What follows belongs to an exercise in optimizing a design on an open flow for small area, a short achievable clock period and few clock cycles per item; a production flow would make more cautious choices.
At most, simulation tests tie the RTL to the original design; equivalence was not proved.

Setup of main:
// QR_CORDIC
module QR_CORDIC (
    input          clk,
    input          rst_n,
    input          valid,
    output         out_vallid,
    input  [51:0]  in,
    output [51:0]  out
);
reg [3:0] loaded;    
reg       acc;       
reg [2:0] taken;     
reg       vin;       
reg [51:0] in_r;     
reg [3:0] k;         
reg [3:0] s;         
reg       done0;     
reg [1:0] wcnt;      
reg       outst;     
reg [2:0] ocnt;
wire ld     = vin;
wire ld_first  = ld & (loaded == 4'd0);
wire ld_second = ld & (loaded == 4'd1);
wire ld_rest   = ld & (loaded[3:1] != 3'd0);
wire outrot = outst;
assign out_vallid = outst;
wire [3:0] loaded_n = loaded + {3'd0, ld};
wire issue = ~done0 & ((s != 4'd1) | ((k == 4'd0) ? (loaded_n >= 4'd2) :
                                       (k == 4'd7) ? loaded_n[3] : 1'b1));
wire last_out = outst & (ocnt == 3'd7);
wire [3:0] act0;
assign act0[0] = (s >= 4'd1) & (s <= 4'd7);
assign act0[1] = (s >= 4'd3) & (s <= 4'd8);
assign act0[2] = (s >= 4'd5) & (s <= 4'd9);
assign act0[3] = (s >= 4'd7) & (s <= 4'd10);
reg  [9:0] ctl0, ctl1, ctl2, ctl3;
wire [9:0] ctl0_n = (issue & ~last_out) ? {k == 4'd7, ~k[3], k[3], k[2:0], act0} : 10'd0;
always @(posedge clk or negedge rst_n) begin
  if (!rst_n) begin
    loaded <= 4'd0;
    acc    <= 1'b1;
    taken  <= 3'd0;
    vin    <= 1'b0;
    k      <= 4'd0;
    s      <= 4'd1;
    done0  <= 1'b0;
    wcnt   <= 2'd0;
    outst  <= 1'b0;
    ocnt   <= 3'd0;
    ctl0   <= 10'd0;
    ctl1   <= 10'd0;
    ctl2   <= 10'd0;
    ctl3   <= 10'd0;
  end else begin
    ctl1 <= ctl0;
    ctl2 <= ctl1;
    ctl3 <= ctl2;
    if (last_out) begin
      loaded <= 4'd0;
      acc    <= 1'b1;
      taken  <= 3'd0;
      vin    <= 1'b0;
      k      <= 4'd0;
      s      <= 4'd1;
      done0  <= 1'b0;
      wcnt   <= 2'd0;
      outst  <= 1'b0;
  ...
Size: about 9200 cells after synthesis, ~670 flip-flops, about 65000 um^2 of cells after synthesis.
==> module QR_CORDIC, before the edit <==
module QR_CORDIC (
    input          clk,
    input          rst_n,
    input          valid,
    output         out_vallid,
    input  [51:0]  in,
    output [51:0]  out
);
reg [3:0] loaded;    
reg       acc;       
reg [2:0] taken;     
reg       vin;       
reg [51:0] in_r;     
reg [3:0] k;         
reg [3:0] s;         
reg       done0;     
reg [1:0] wcnt;      
reg       outst;     
reg [2:0] ocnt;
wire ld     = vin;
wire ld_first  = ld & (loaded == 4'd0);
wire ld_second = ld & (loaded == 4'd1);
wire ld_rest   = ld & (loaded[3:1] != 3'd0);
wire outrot = outst;
assign out_vallid = outst;
wire [3:0] loaded_n = loaded + {3'd0, ld};
wire issue = ~done0 & ((s != 4'd1) | ((k == 4'd0) ? (loaded_n >= 4'd2) :
                                       (k == 4'd7) ? loaded_n[3] : 1'b1));
wire last_out = outst & (ocnt == 3'd7);
wire [3:0] act0;
assign act0[0] = (s >= 4'd1) & (s <= 4'd7);
assign act0[1] = (s >= 4'd3) & (s <= 4'd8);
assign act0[2] = (s >= 4'd5) & (s <= 4'd9);
assign act0[3] = (s >= 4'd7) & (s <= 4'd10);
reg  [9:0] ctl0, ctl1, ctl2, ctl3;
wire [9:0] ctl0_n = (issue & ~last_out) ? {k == 4'd7, ~k[3], k[3], k[2:0], act0} : 10'd0;
always @(posedge clk or negedge rst_n) begin
  if (!rst_n) begin
    loaded <= 4'd0;
    acc    <= 1'b1;
    taken  <= 3'd0;
    vin    <= 1'b0;
    k      <= 4'd0;
    s      <= 4'd1;
    done0  <= 1'b0;
    wcnt   <= 2'd0;
    outst  <= 1'b0;
    ocnt   <= 3'd0;
    ctl0   <= 10'd0;
    ctl1   <= 10'd0;
    ctl2   <= 10'd0;
    ctl3   <= 10'd0;
  end else begin
    ctl1 <= ctl0;
    ctl2 <= ctl1;
    ctl3 <= ctl2;
    if (last_out) begin
      loaded <= 4'd0;
      acc    <= 1'b1;
      taken  <= 3'd0;
      vin    <= 1'b0;
      k      <= 4'd0;
      s      <= 4'd1;
      done0  <= 1'b0;
      wcnt   <= 2'd0;
      outst  <= 1'b0;
      ocnt   <= 3'd0;
      ctl0   <= 10'd0;
    end else begin
      loaded <= loaded_n;
      vin <= valid & acc;
      if (valid & acc) begin
        taken <= taken + 3'd1;
        if (taken == 3'd7) acc <= 1'b0;
      end
      ctl0 <= ctl0_n;
      if (issue) begin
        if (k == 4'd8) begin
          k <= 4'd0;
          s <= s + 4'd1;
          if (s == 4'd10) done0 <= 1'b1;
        end else begin
          k <= k + 4'd1;
        end
      end
      if (done0 & ~outst) begin
        wcnt <= wcnt + 2'd1;
        if (wcnt == 2'd2) outst <= 1'b1;
      end
      if (outst) ocnt <= ocnt + 3'd1;
    end
  end
end
wire [39:0] ctl = {ctl3, ctl2, ctl1, ctl0};
always @(posedge clk) in_r <= in;
wire [39:0] ctl_n = {ctl2, ctl1, ctl0, ctl0_n};
wire [415:0] R;
wire [207:0] BX, BY;
wire [51:0] SX, SY;
wire [3:0] sgnv;
reg  [2:0] sd0;
reg  [1:0] sd1;
reg        sd2;
always @(posedge clk) begin
  sd0 <= {sd0[1:0], sgnv[0]};
  sd1 <= {sd1[0], sgnv[1]};
  sd2 <= sgnv[2];
end
genvar c, j, p;
generate
  for (j = 0; j < 4; j = j + 1) begin : g_stage
    wire [12:0] vx = R[(8*j + 2*j) * 13 +: 13];
    wire [12:0] vy = R[(8*j + ((2*j + 7) % 8)) * 13 +: 13];
    assign sgnv[j] = vx[12] ^ vy[12];
    wire [12:0] mx = ({13{ctl[ 9]}} & BX[(4*0 + j) * 13 +: 13])
                   | ({13{ctl[19]}} & BX[(4*1 + j) * 13 +: 13])
                   | ({13{ctl[29]}} & BX[(4*2 + j) * 13 +: 13])
                   | ({13{ctl[39]}} & BX[(4*3 + j) * 13 +: 13]);
    wire [12:0] my = ({13{ctl[ 9]}} & BY[(4*0 + j) * 13 +: 13])
                   | ({13{ctl[19]}} & BY[(4*1 + j) * 13 +: 13])
                   | ({13{ctl[29]}} & BY[(4*2 + j) * 13 +: 13])
                   | ({13{ctl[39]}} & BY[(4*3 + j) * 13 +: 13]);
    reg [12:0] sxin, syin;
    always @(posedge clk) begin
      sxin <= mx;
      syin <= my;
    end
    VECTOR_MODE u_sx (.x(sxin), .y(SX[j*13 +: 13]));
    VECTOR_MODE u_sy (.x(syin), .y(SY[j*13 +: 13]));
  end
  for (c = 0; c < 4; c = c + 1) begin : g_col
    wire       step = ctl[c*10 + 8];
    wire       rot  = ctl[c*10 + 7];
    wire [3:0] act  = ctl[c*10 +: 4];
    for (j = 0; j < 4; j = j + 1) begin : g_cell
      if (j <= c) begin : g_on
        wire sg;
        if (c == j)          assign sg = sgnv[j];
        else if (j == 0)     assign sg = sd0[c-1];
        else if (j == 1)     assign sg = sd1[c-2];
        else                 assign sg = sd2;
        reg [2:0] ksh;
        always @(posedge clk) ksh <= ctl_n[c*10 + 4 +: 3] & {3{ctl_n[c*10 + j]}};
        ROTATION_MODE u_bf (
          .in_X  (R[(8*c + 2*j) * 13 +: 13]),
          .in_Y  (R[(8*c + ((2*j + 7) % 8)) * 13 +: 13]),
          .k     (ksh),
          .sgn   (sg),
          .out_X (BX[(4*c + j) * 13 +: 13]),
          .out_Y (BY[(4*c + j) * 13 +: 13])
        );
      end else begin : g_off
        assign BX[(4*c + j) * 13 +: 13] = 13'd0;
        assign BY[(4*c + j) * 13 +: 13] = 13'd0;
      end
    end
    for (p = 0; p < 8; p = p + 1) begin : g_pos
      localparam integer SRC = (p + 7) % 8;        
      localparam integer OWN = p / 2;              
      localparam integer CMP = ((p + 1) % 8) / 2;  
      reg [12:0] q;
      assign R[(8*c + p) * 13 +: 13] = q;
      wire [12:0] prev = R[(8*c + SRC) * 13 +: 13];
      wire [12:0] scl  = (p % 2 == 1) ? SX[OWN*13 +: 13] : SY[OWN*13 +: 13];
      wire [12:0] bfo  = (p % 2 == 0) ? BX[(4*c + CMP) * 13 +: 13] : BY[(4*c + CMP) * 13 +: 13];
      wire own_on = (OWN <= c) && act[OWN];
      wire cmp_on = (CMP <= c) && act[CMP];
      wire wr_in  = (p == 0) ? ld_first : (p == 7) ? ld_second : (p == 1) ? ld_rest : 1'b0;
      wire wr_sh  = (p >= 2 && p <= 6) ? ld_rest : 1'b0;
      always @(posedge clk) begin
        if (wr_in)
          q <= in_r[13*c +: 13];
        else if (wr_sh | (outrot & ~rot) | (rot & ~own_on))
          q <= prev;
        else if (rot)
          q <= scl;
        else if (step & cmp_on)
          q <= bfo;
      end
    end
  end
endgenerate
assign out = {R[(8*3 + 1) * 13 +: 13], R[(8*2 + 2) * 13 +: 13],
              R[(8*1 + 2) * 13 +: 13], R[(8*0 + 2) * 13 +: 13]};
endmodule
export LEC_CHECK = 0
export ABC_AREA = 1
export CAP_MARGIN = 20
export CORE_MARGIN = 2
export CORE_UTILIZATION = 55
export PLACE_DENSITY = 0.7
export SLEW_MARGIN = 20
create_clock -name core_clock -period 13.0 [get_ports {clk}]
run.sh (not shown) runs the stock make flow with config.mk's settings and CLKGATE_MAP_FILE= SYNTH_SCRIPT=/design/flow/synth_recipe.tcl, a recipe that flattens the netlist after the stock synthesis.
main has completed all stages; timing, DRC and antenna checks passed.
Testbench counts of main, summed over its fixed seeds: cycles 32,960, items 320.
The following lists how the feature branch was set up differently from main:
diff --git a/flow/design.v b/flow/design.v
--- a/flow/design.v
+++ b/flow/design.v
@@ -29,16 +29,13 @@
 );
 reg [3:0] loaded;    
 reg       acc;       
-reg [2:0] taken;     
-reg       vin;       
-reg [51:0] in_r;     
 reg [3:0] k;         
 reg [3:0] s;         
 reg       done0;     
 reg [1:0] wcnt;      
 reg       outst;     
 reg [2:0] ocnt;
-wire ld     = vin;
+wire ld     = valid & acc;
 wire ld_first  = ld & (loaded == 4'd0);
 wire ld_second = ld & (loaded == 4'd1);
 wire ld_rest   = ld & (loaded[3:1] != 3'd0);
@@ -54,13 +51,10 @@
 assign act0[2] = (s >= 4'd5) & (s <= 4'd9);
 assign act0[3] = (s >= 4'd7) & (s <= 4'd10);
 reg  [9:0] ctl0, ctl1, ctl2, ctl3;
-wire [9:0] ctl0_n = (issue & ~last_out) ? {k == 4'd7, ~k[3], k[3], k[2:0], act0} : 10'd0;
 always @(posedge clk or negedge rst_n) begin
   if (!rst_n) begin
     loaded <= 4'd0;
     acc    <= 1'b1;
-    taken  <= 3'd0;
-    vin    <= 1'b0;
     k      <= 4'd0;
     s      <= 4'd1;
     done0  <= 1'b0;
@@ -78,8 +72,6 @@
     if (last_out) begin
       loaded <= 4'd0;
       acc    <= 1'b1;
-      taken  <= 3'd0;
-      vin    <= 1'b0;
       k      <= 4'd0;
       s      <= 4'd1;
       done0  <= 1'b0;
@@ -89,13 +81,9 @@
       ctl0   <= 10'd0;
     end else begin
       loaded <= loaded_n;
-      vin <= valid & acc;
-      if (valid & acc) begin
-        taken <= taken + 3'd1;
-        if (taken == 3'd7) acc <= 1'b0;
-      end
-      ctl0 <= ctl0_n;
+      if (ld & (loaded == 4'd7)) acc <= 1'b0;
       if (issue) begin
+        ctl0 <= {k == 4'd7, ~k[3], k[3], k[2:0], act0};
         if (k == 4'd8) begin
           k <= 4'd0;
           s <= s + 4'd1;
@@ -103,18 +91,18 @@
         end else begin
           k <= k + 4'd1;
         end
+      end else begin
+        ctl0 <= 10'd0;
       end
       if (done0 & ~outst) begin
         wcnt <= wcnt + 2'd1;
-        if (wcnt == 2'd2) outst <= 1'b1;
+        if (wcnt == 2'd3) outst <= 1'b1;
       end
       if (outst) ocnt <= ocnt + 3'd1;
     end
   end
 end
 wire [39:0] ctl = {ctl3, ctl2, ctl1, ctl0};
-always @(posedge clk) in_r <= in;
-wire [39:0] ctl_n = {ctl2, ctl1, ctl0, ctl0_n};
 wire [415:0] R;
 wire [207:0] BX, BY;
 wire [51:0] SX, SY;
@@ -152,6 +140,7 @@
   for (c = 0; c < 4; c = c + 1) begin : g_col
     wire       step = ctl[c*10 + 8];
     wire       rot  = ctl[c*10 + 7];
+    wire [2:0] kk   = ctl[c*10 + 4 +: 3];
     wire [3:0] act  = ctl[c*10 +: 4];
     for (j = 0; j < 4; j = j + 1) begin : g_cell
       if (j <= c) begin : g_on
@@ -160,12 +149,10 @@
         else if (j == 0)     assign sg = sd0[c-1];
         else if (j == 1)     assign sg = sd1[c-2];
         else                 assign sg = sd2;
-        reg [2:0] ksh;
-        always @(posedge clk) ksh <= ctl_n[c*10 + 4 +: 3] & {3{ctl_n[c*10 + j]}};
         ROTATION_MODE u_bf (
           .in_X  (R[(8*c + 2*j) * 13 +: 13]),
           .in_Y  (R[(8*c + ((2*j + 7) % 8)) * 13 +: 13]),
-          .k     (ksh),
+          .k     (kk),
           .sgn   (sg),
           .out_X (BX[(4*c + j) * 13 +: 13]),
           .out_Y (BY[(4*c + j) * 13 +: 13])
@@ -190,8 +177,8 @@
       wire wr_sh  = (p >= 2 && p <= 6) ? ld_rest : 1'b0;
       always @(posedge clk) begin
         if (wr_in)
-          q <= in_r[13*c +: 13];
-        else if (wr_sh | (outrot & ~rot) | (rot & ~own_on))
+          q <= in[13*c +: 13];
+        else if (wr_sh | outrot | (rot & ~own_on))
           q <= prev;
         else if (rot)
           q <= scl;
@@ -201,6 +188,6 @@
     end
   end
 endgenerate
-assign out = {R[(8*3 + 1) * 13 +: 13], R[(8*2 + 2) * 13 +: 13],
+assign out = {R[(8*3 + 2) * 13 +: 13], R[(8*2 + 2) * 13 +: 13],
               R[(8*1 + 2) * 13 +: 13], R[(8*0 + 2) * 13 +: 13]};
 endmodule
[summary]
Compared with main, the feature branch degrades maximum frequency. Relative to main, all-layer global routing usage has gone up in the feature branch. main has higher number of sequential storage elements than the feature branch. The feature branch vs main: total of plain and repair buffers excluding clock buffers up in the feature branch. Y dimension of the die (lower): the feature branch. Comparing main and the feature branch, the lower clock sink total was measured on the feature branch. Delta (the feature branch minus main): hold slack lost 0.0069 ns, wire length picked up an extra 5900 um, estimated wirelength of the detail-placed design picked up an extra 7700 um, post-synthesis sequential element count lost about 12%. The feature branch gives less final instance area than main did. Comparing main and the feature branch, the higher met1 track demand over resource was measured on the feature branch. The higher worst-case reg-to-reg path depth came out of the feature branch.
The RTL of the feature branch was laid out without a check of its function.

-- what the ideal ports hide --
In the flow no input, the clock included, has a driving cell. The finished layouts below were timed again as built, in two steps. Step 1 (the two cells are an assumption about what drives the block):
set clk [get_ports {clk}]
set_driving_cell -lib_cell sky130_fd_sc_hd__clkbuf_16 $clk
set_driving_cell -lib_cell sky130_fd_sc_hd__buf_2 [delete_from_list [all_inputs] $clk]
Step 2 also shifts input and output timing later by t, the mid clock arrival at the registers, as if the neighbouring blocks saw the same clock. Three values: ideal ports, drivers, drivers and shift; two values: the first two.
run | shift t [ns] | setup WS [ns] | clock arrival spread, ns | worst register clock-pin slew, ns | cell pins on the clock port's net
main | 0.776 | 8.276 / 8.195 / 8.290 | 0.033 / 0.033 | 0.07 / 0.07 | 1
the feature branch | 0.740 | 7.392 / 7.434 / 6.695 | 0.041 / 0.041 | 0.07 / 0.07 | 1
After both steps every run listed still meets setup and hold. The setup slack of the feature branch, which loses most, moves by +0.042 ns with the drivers and by -0.697 ns with both steps.
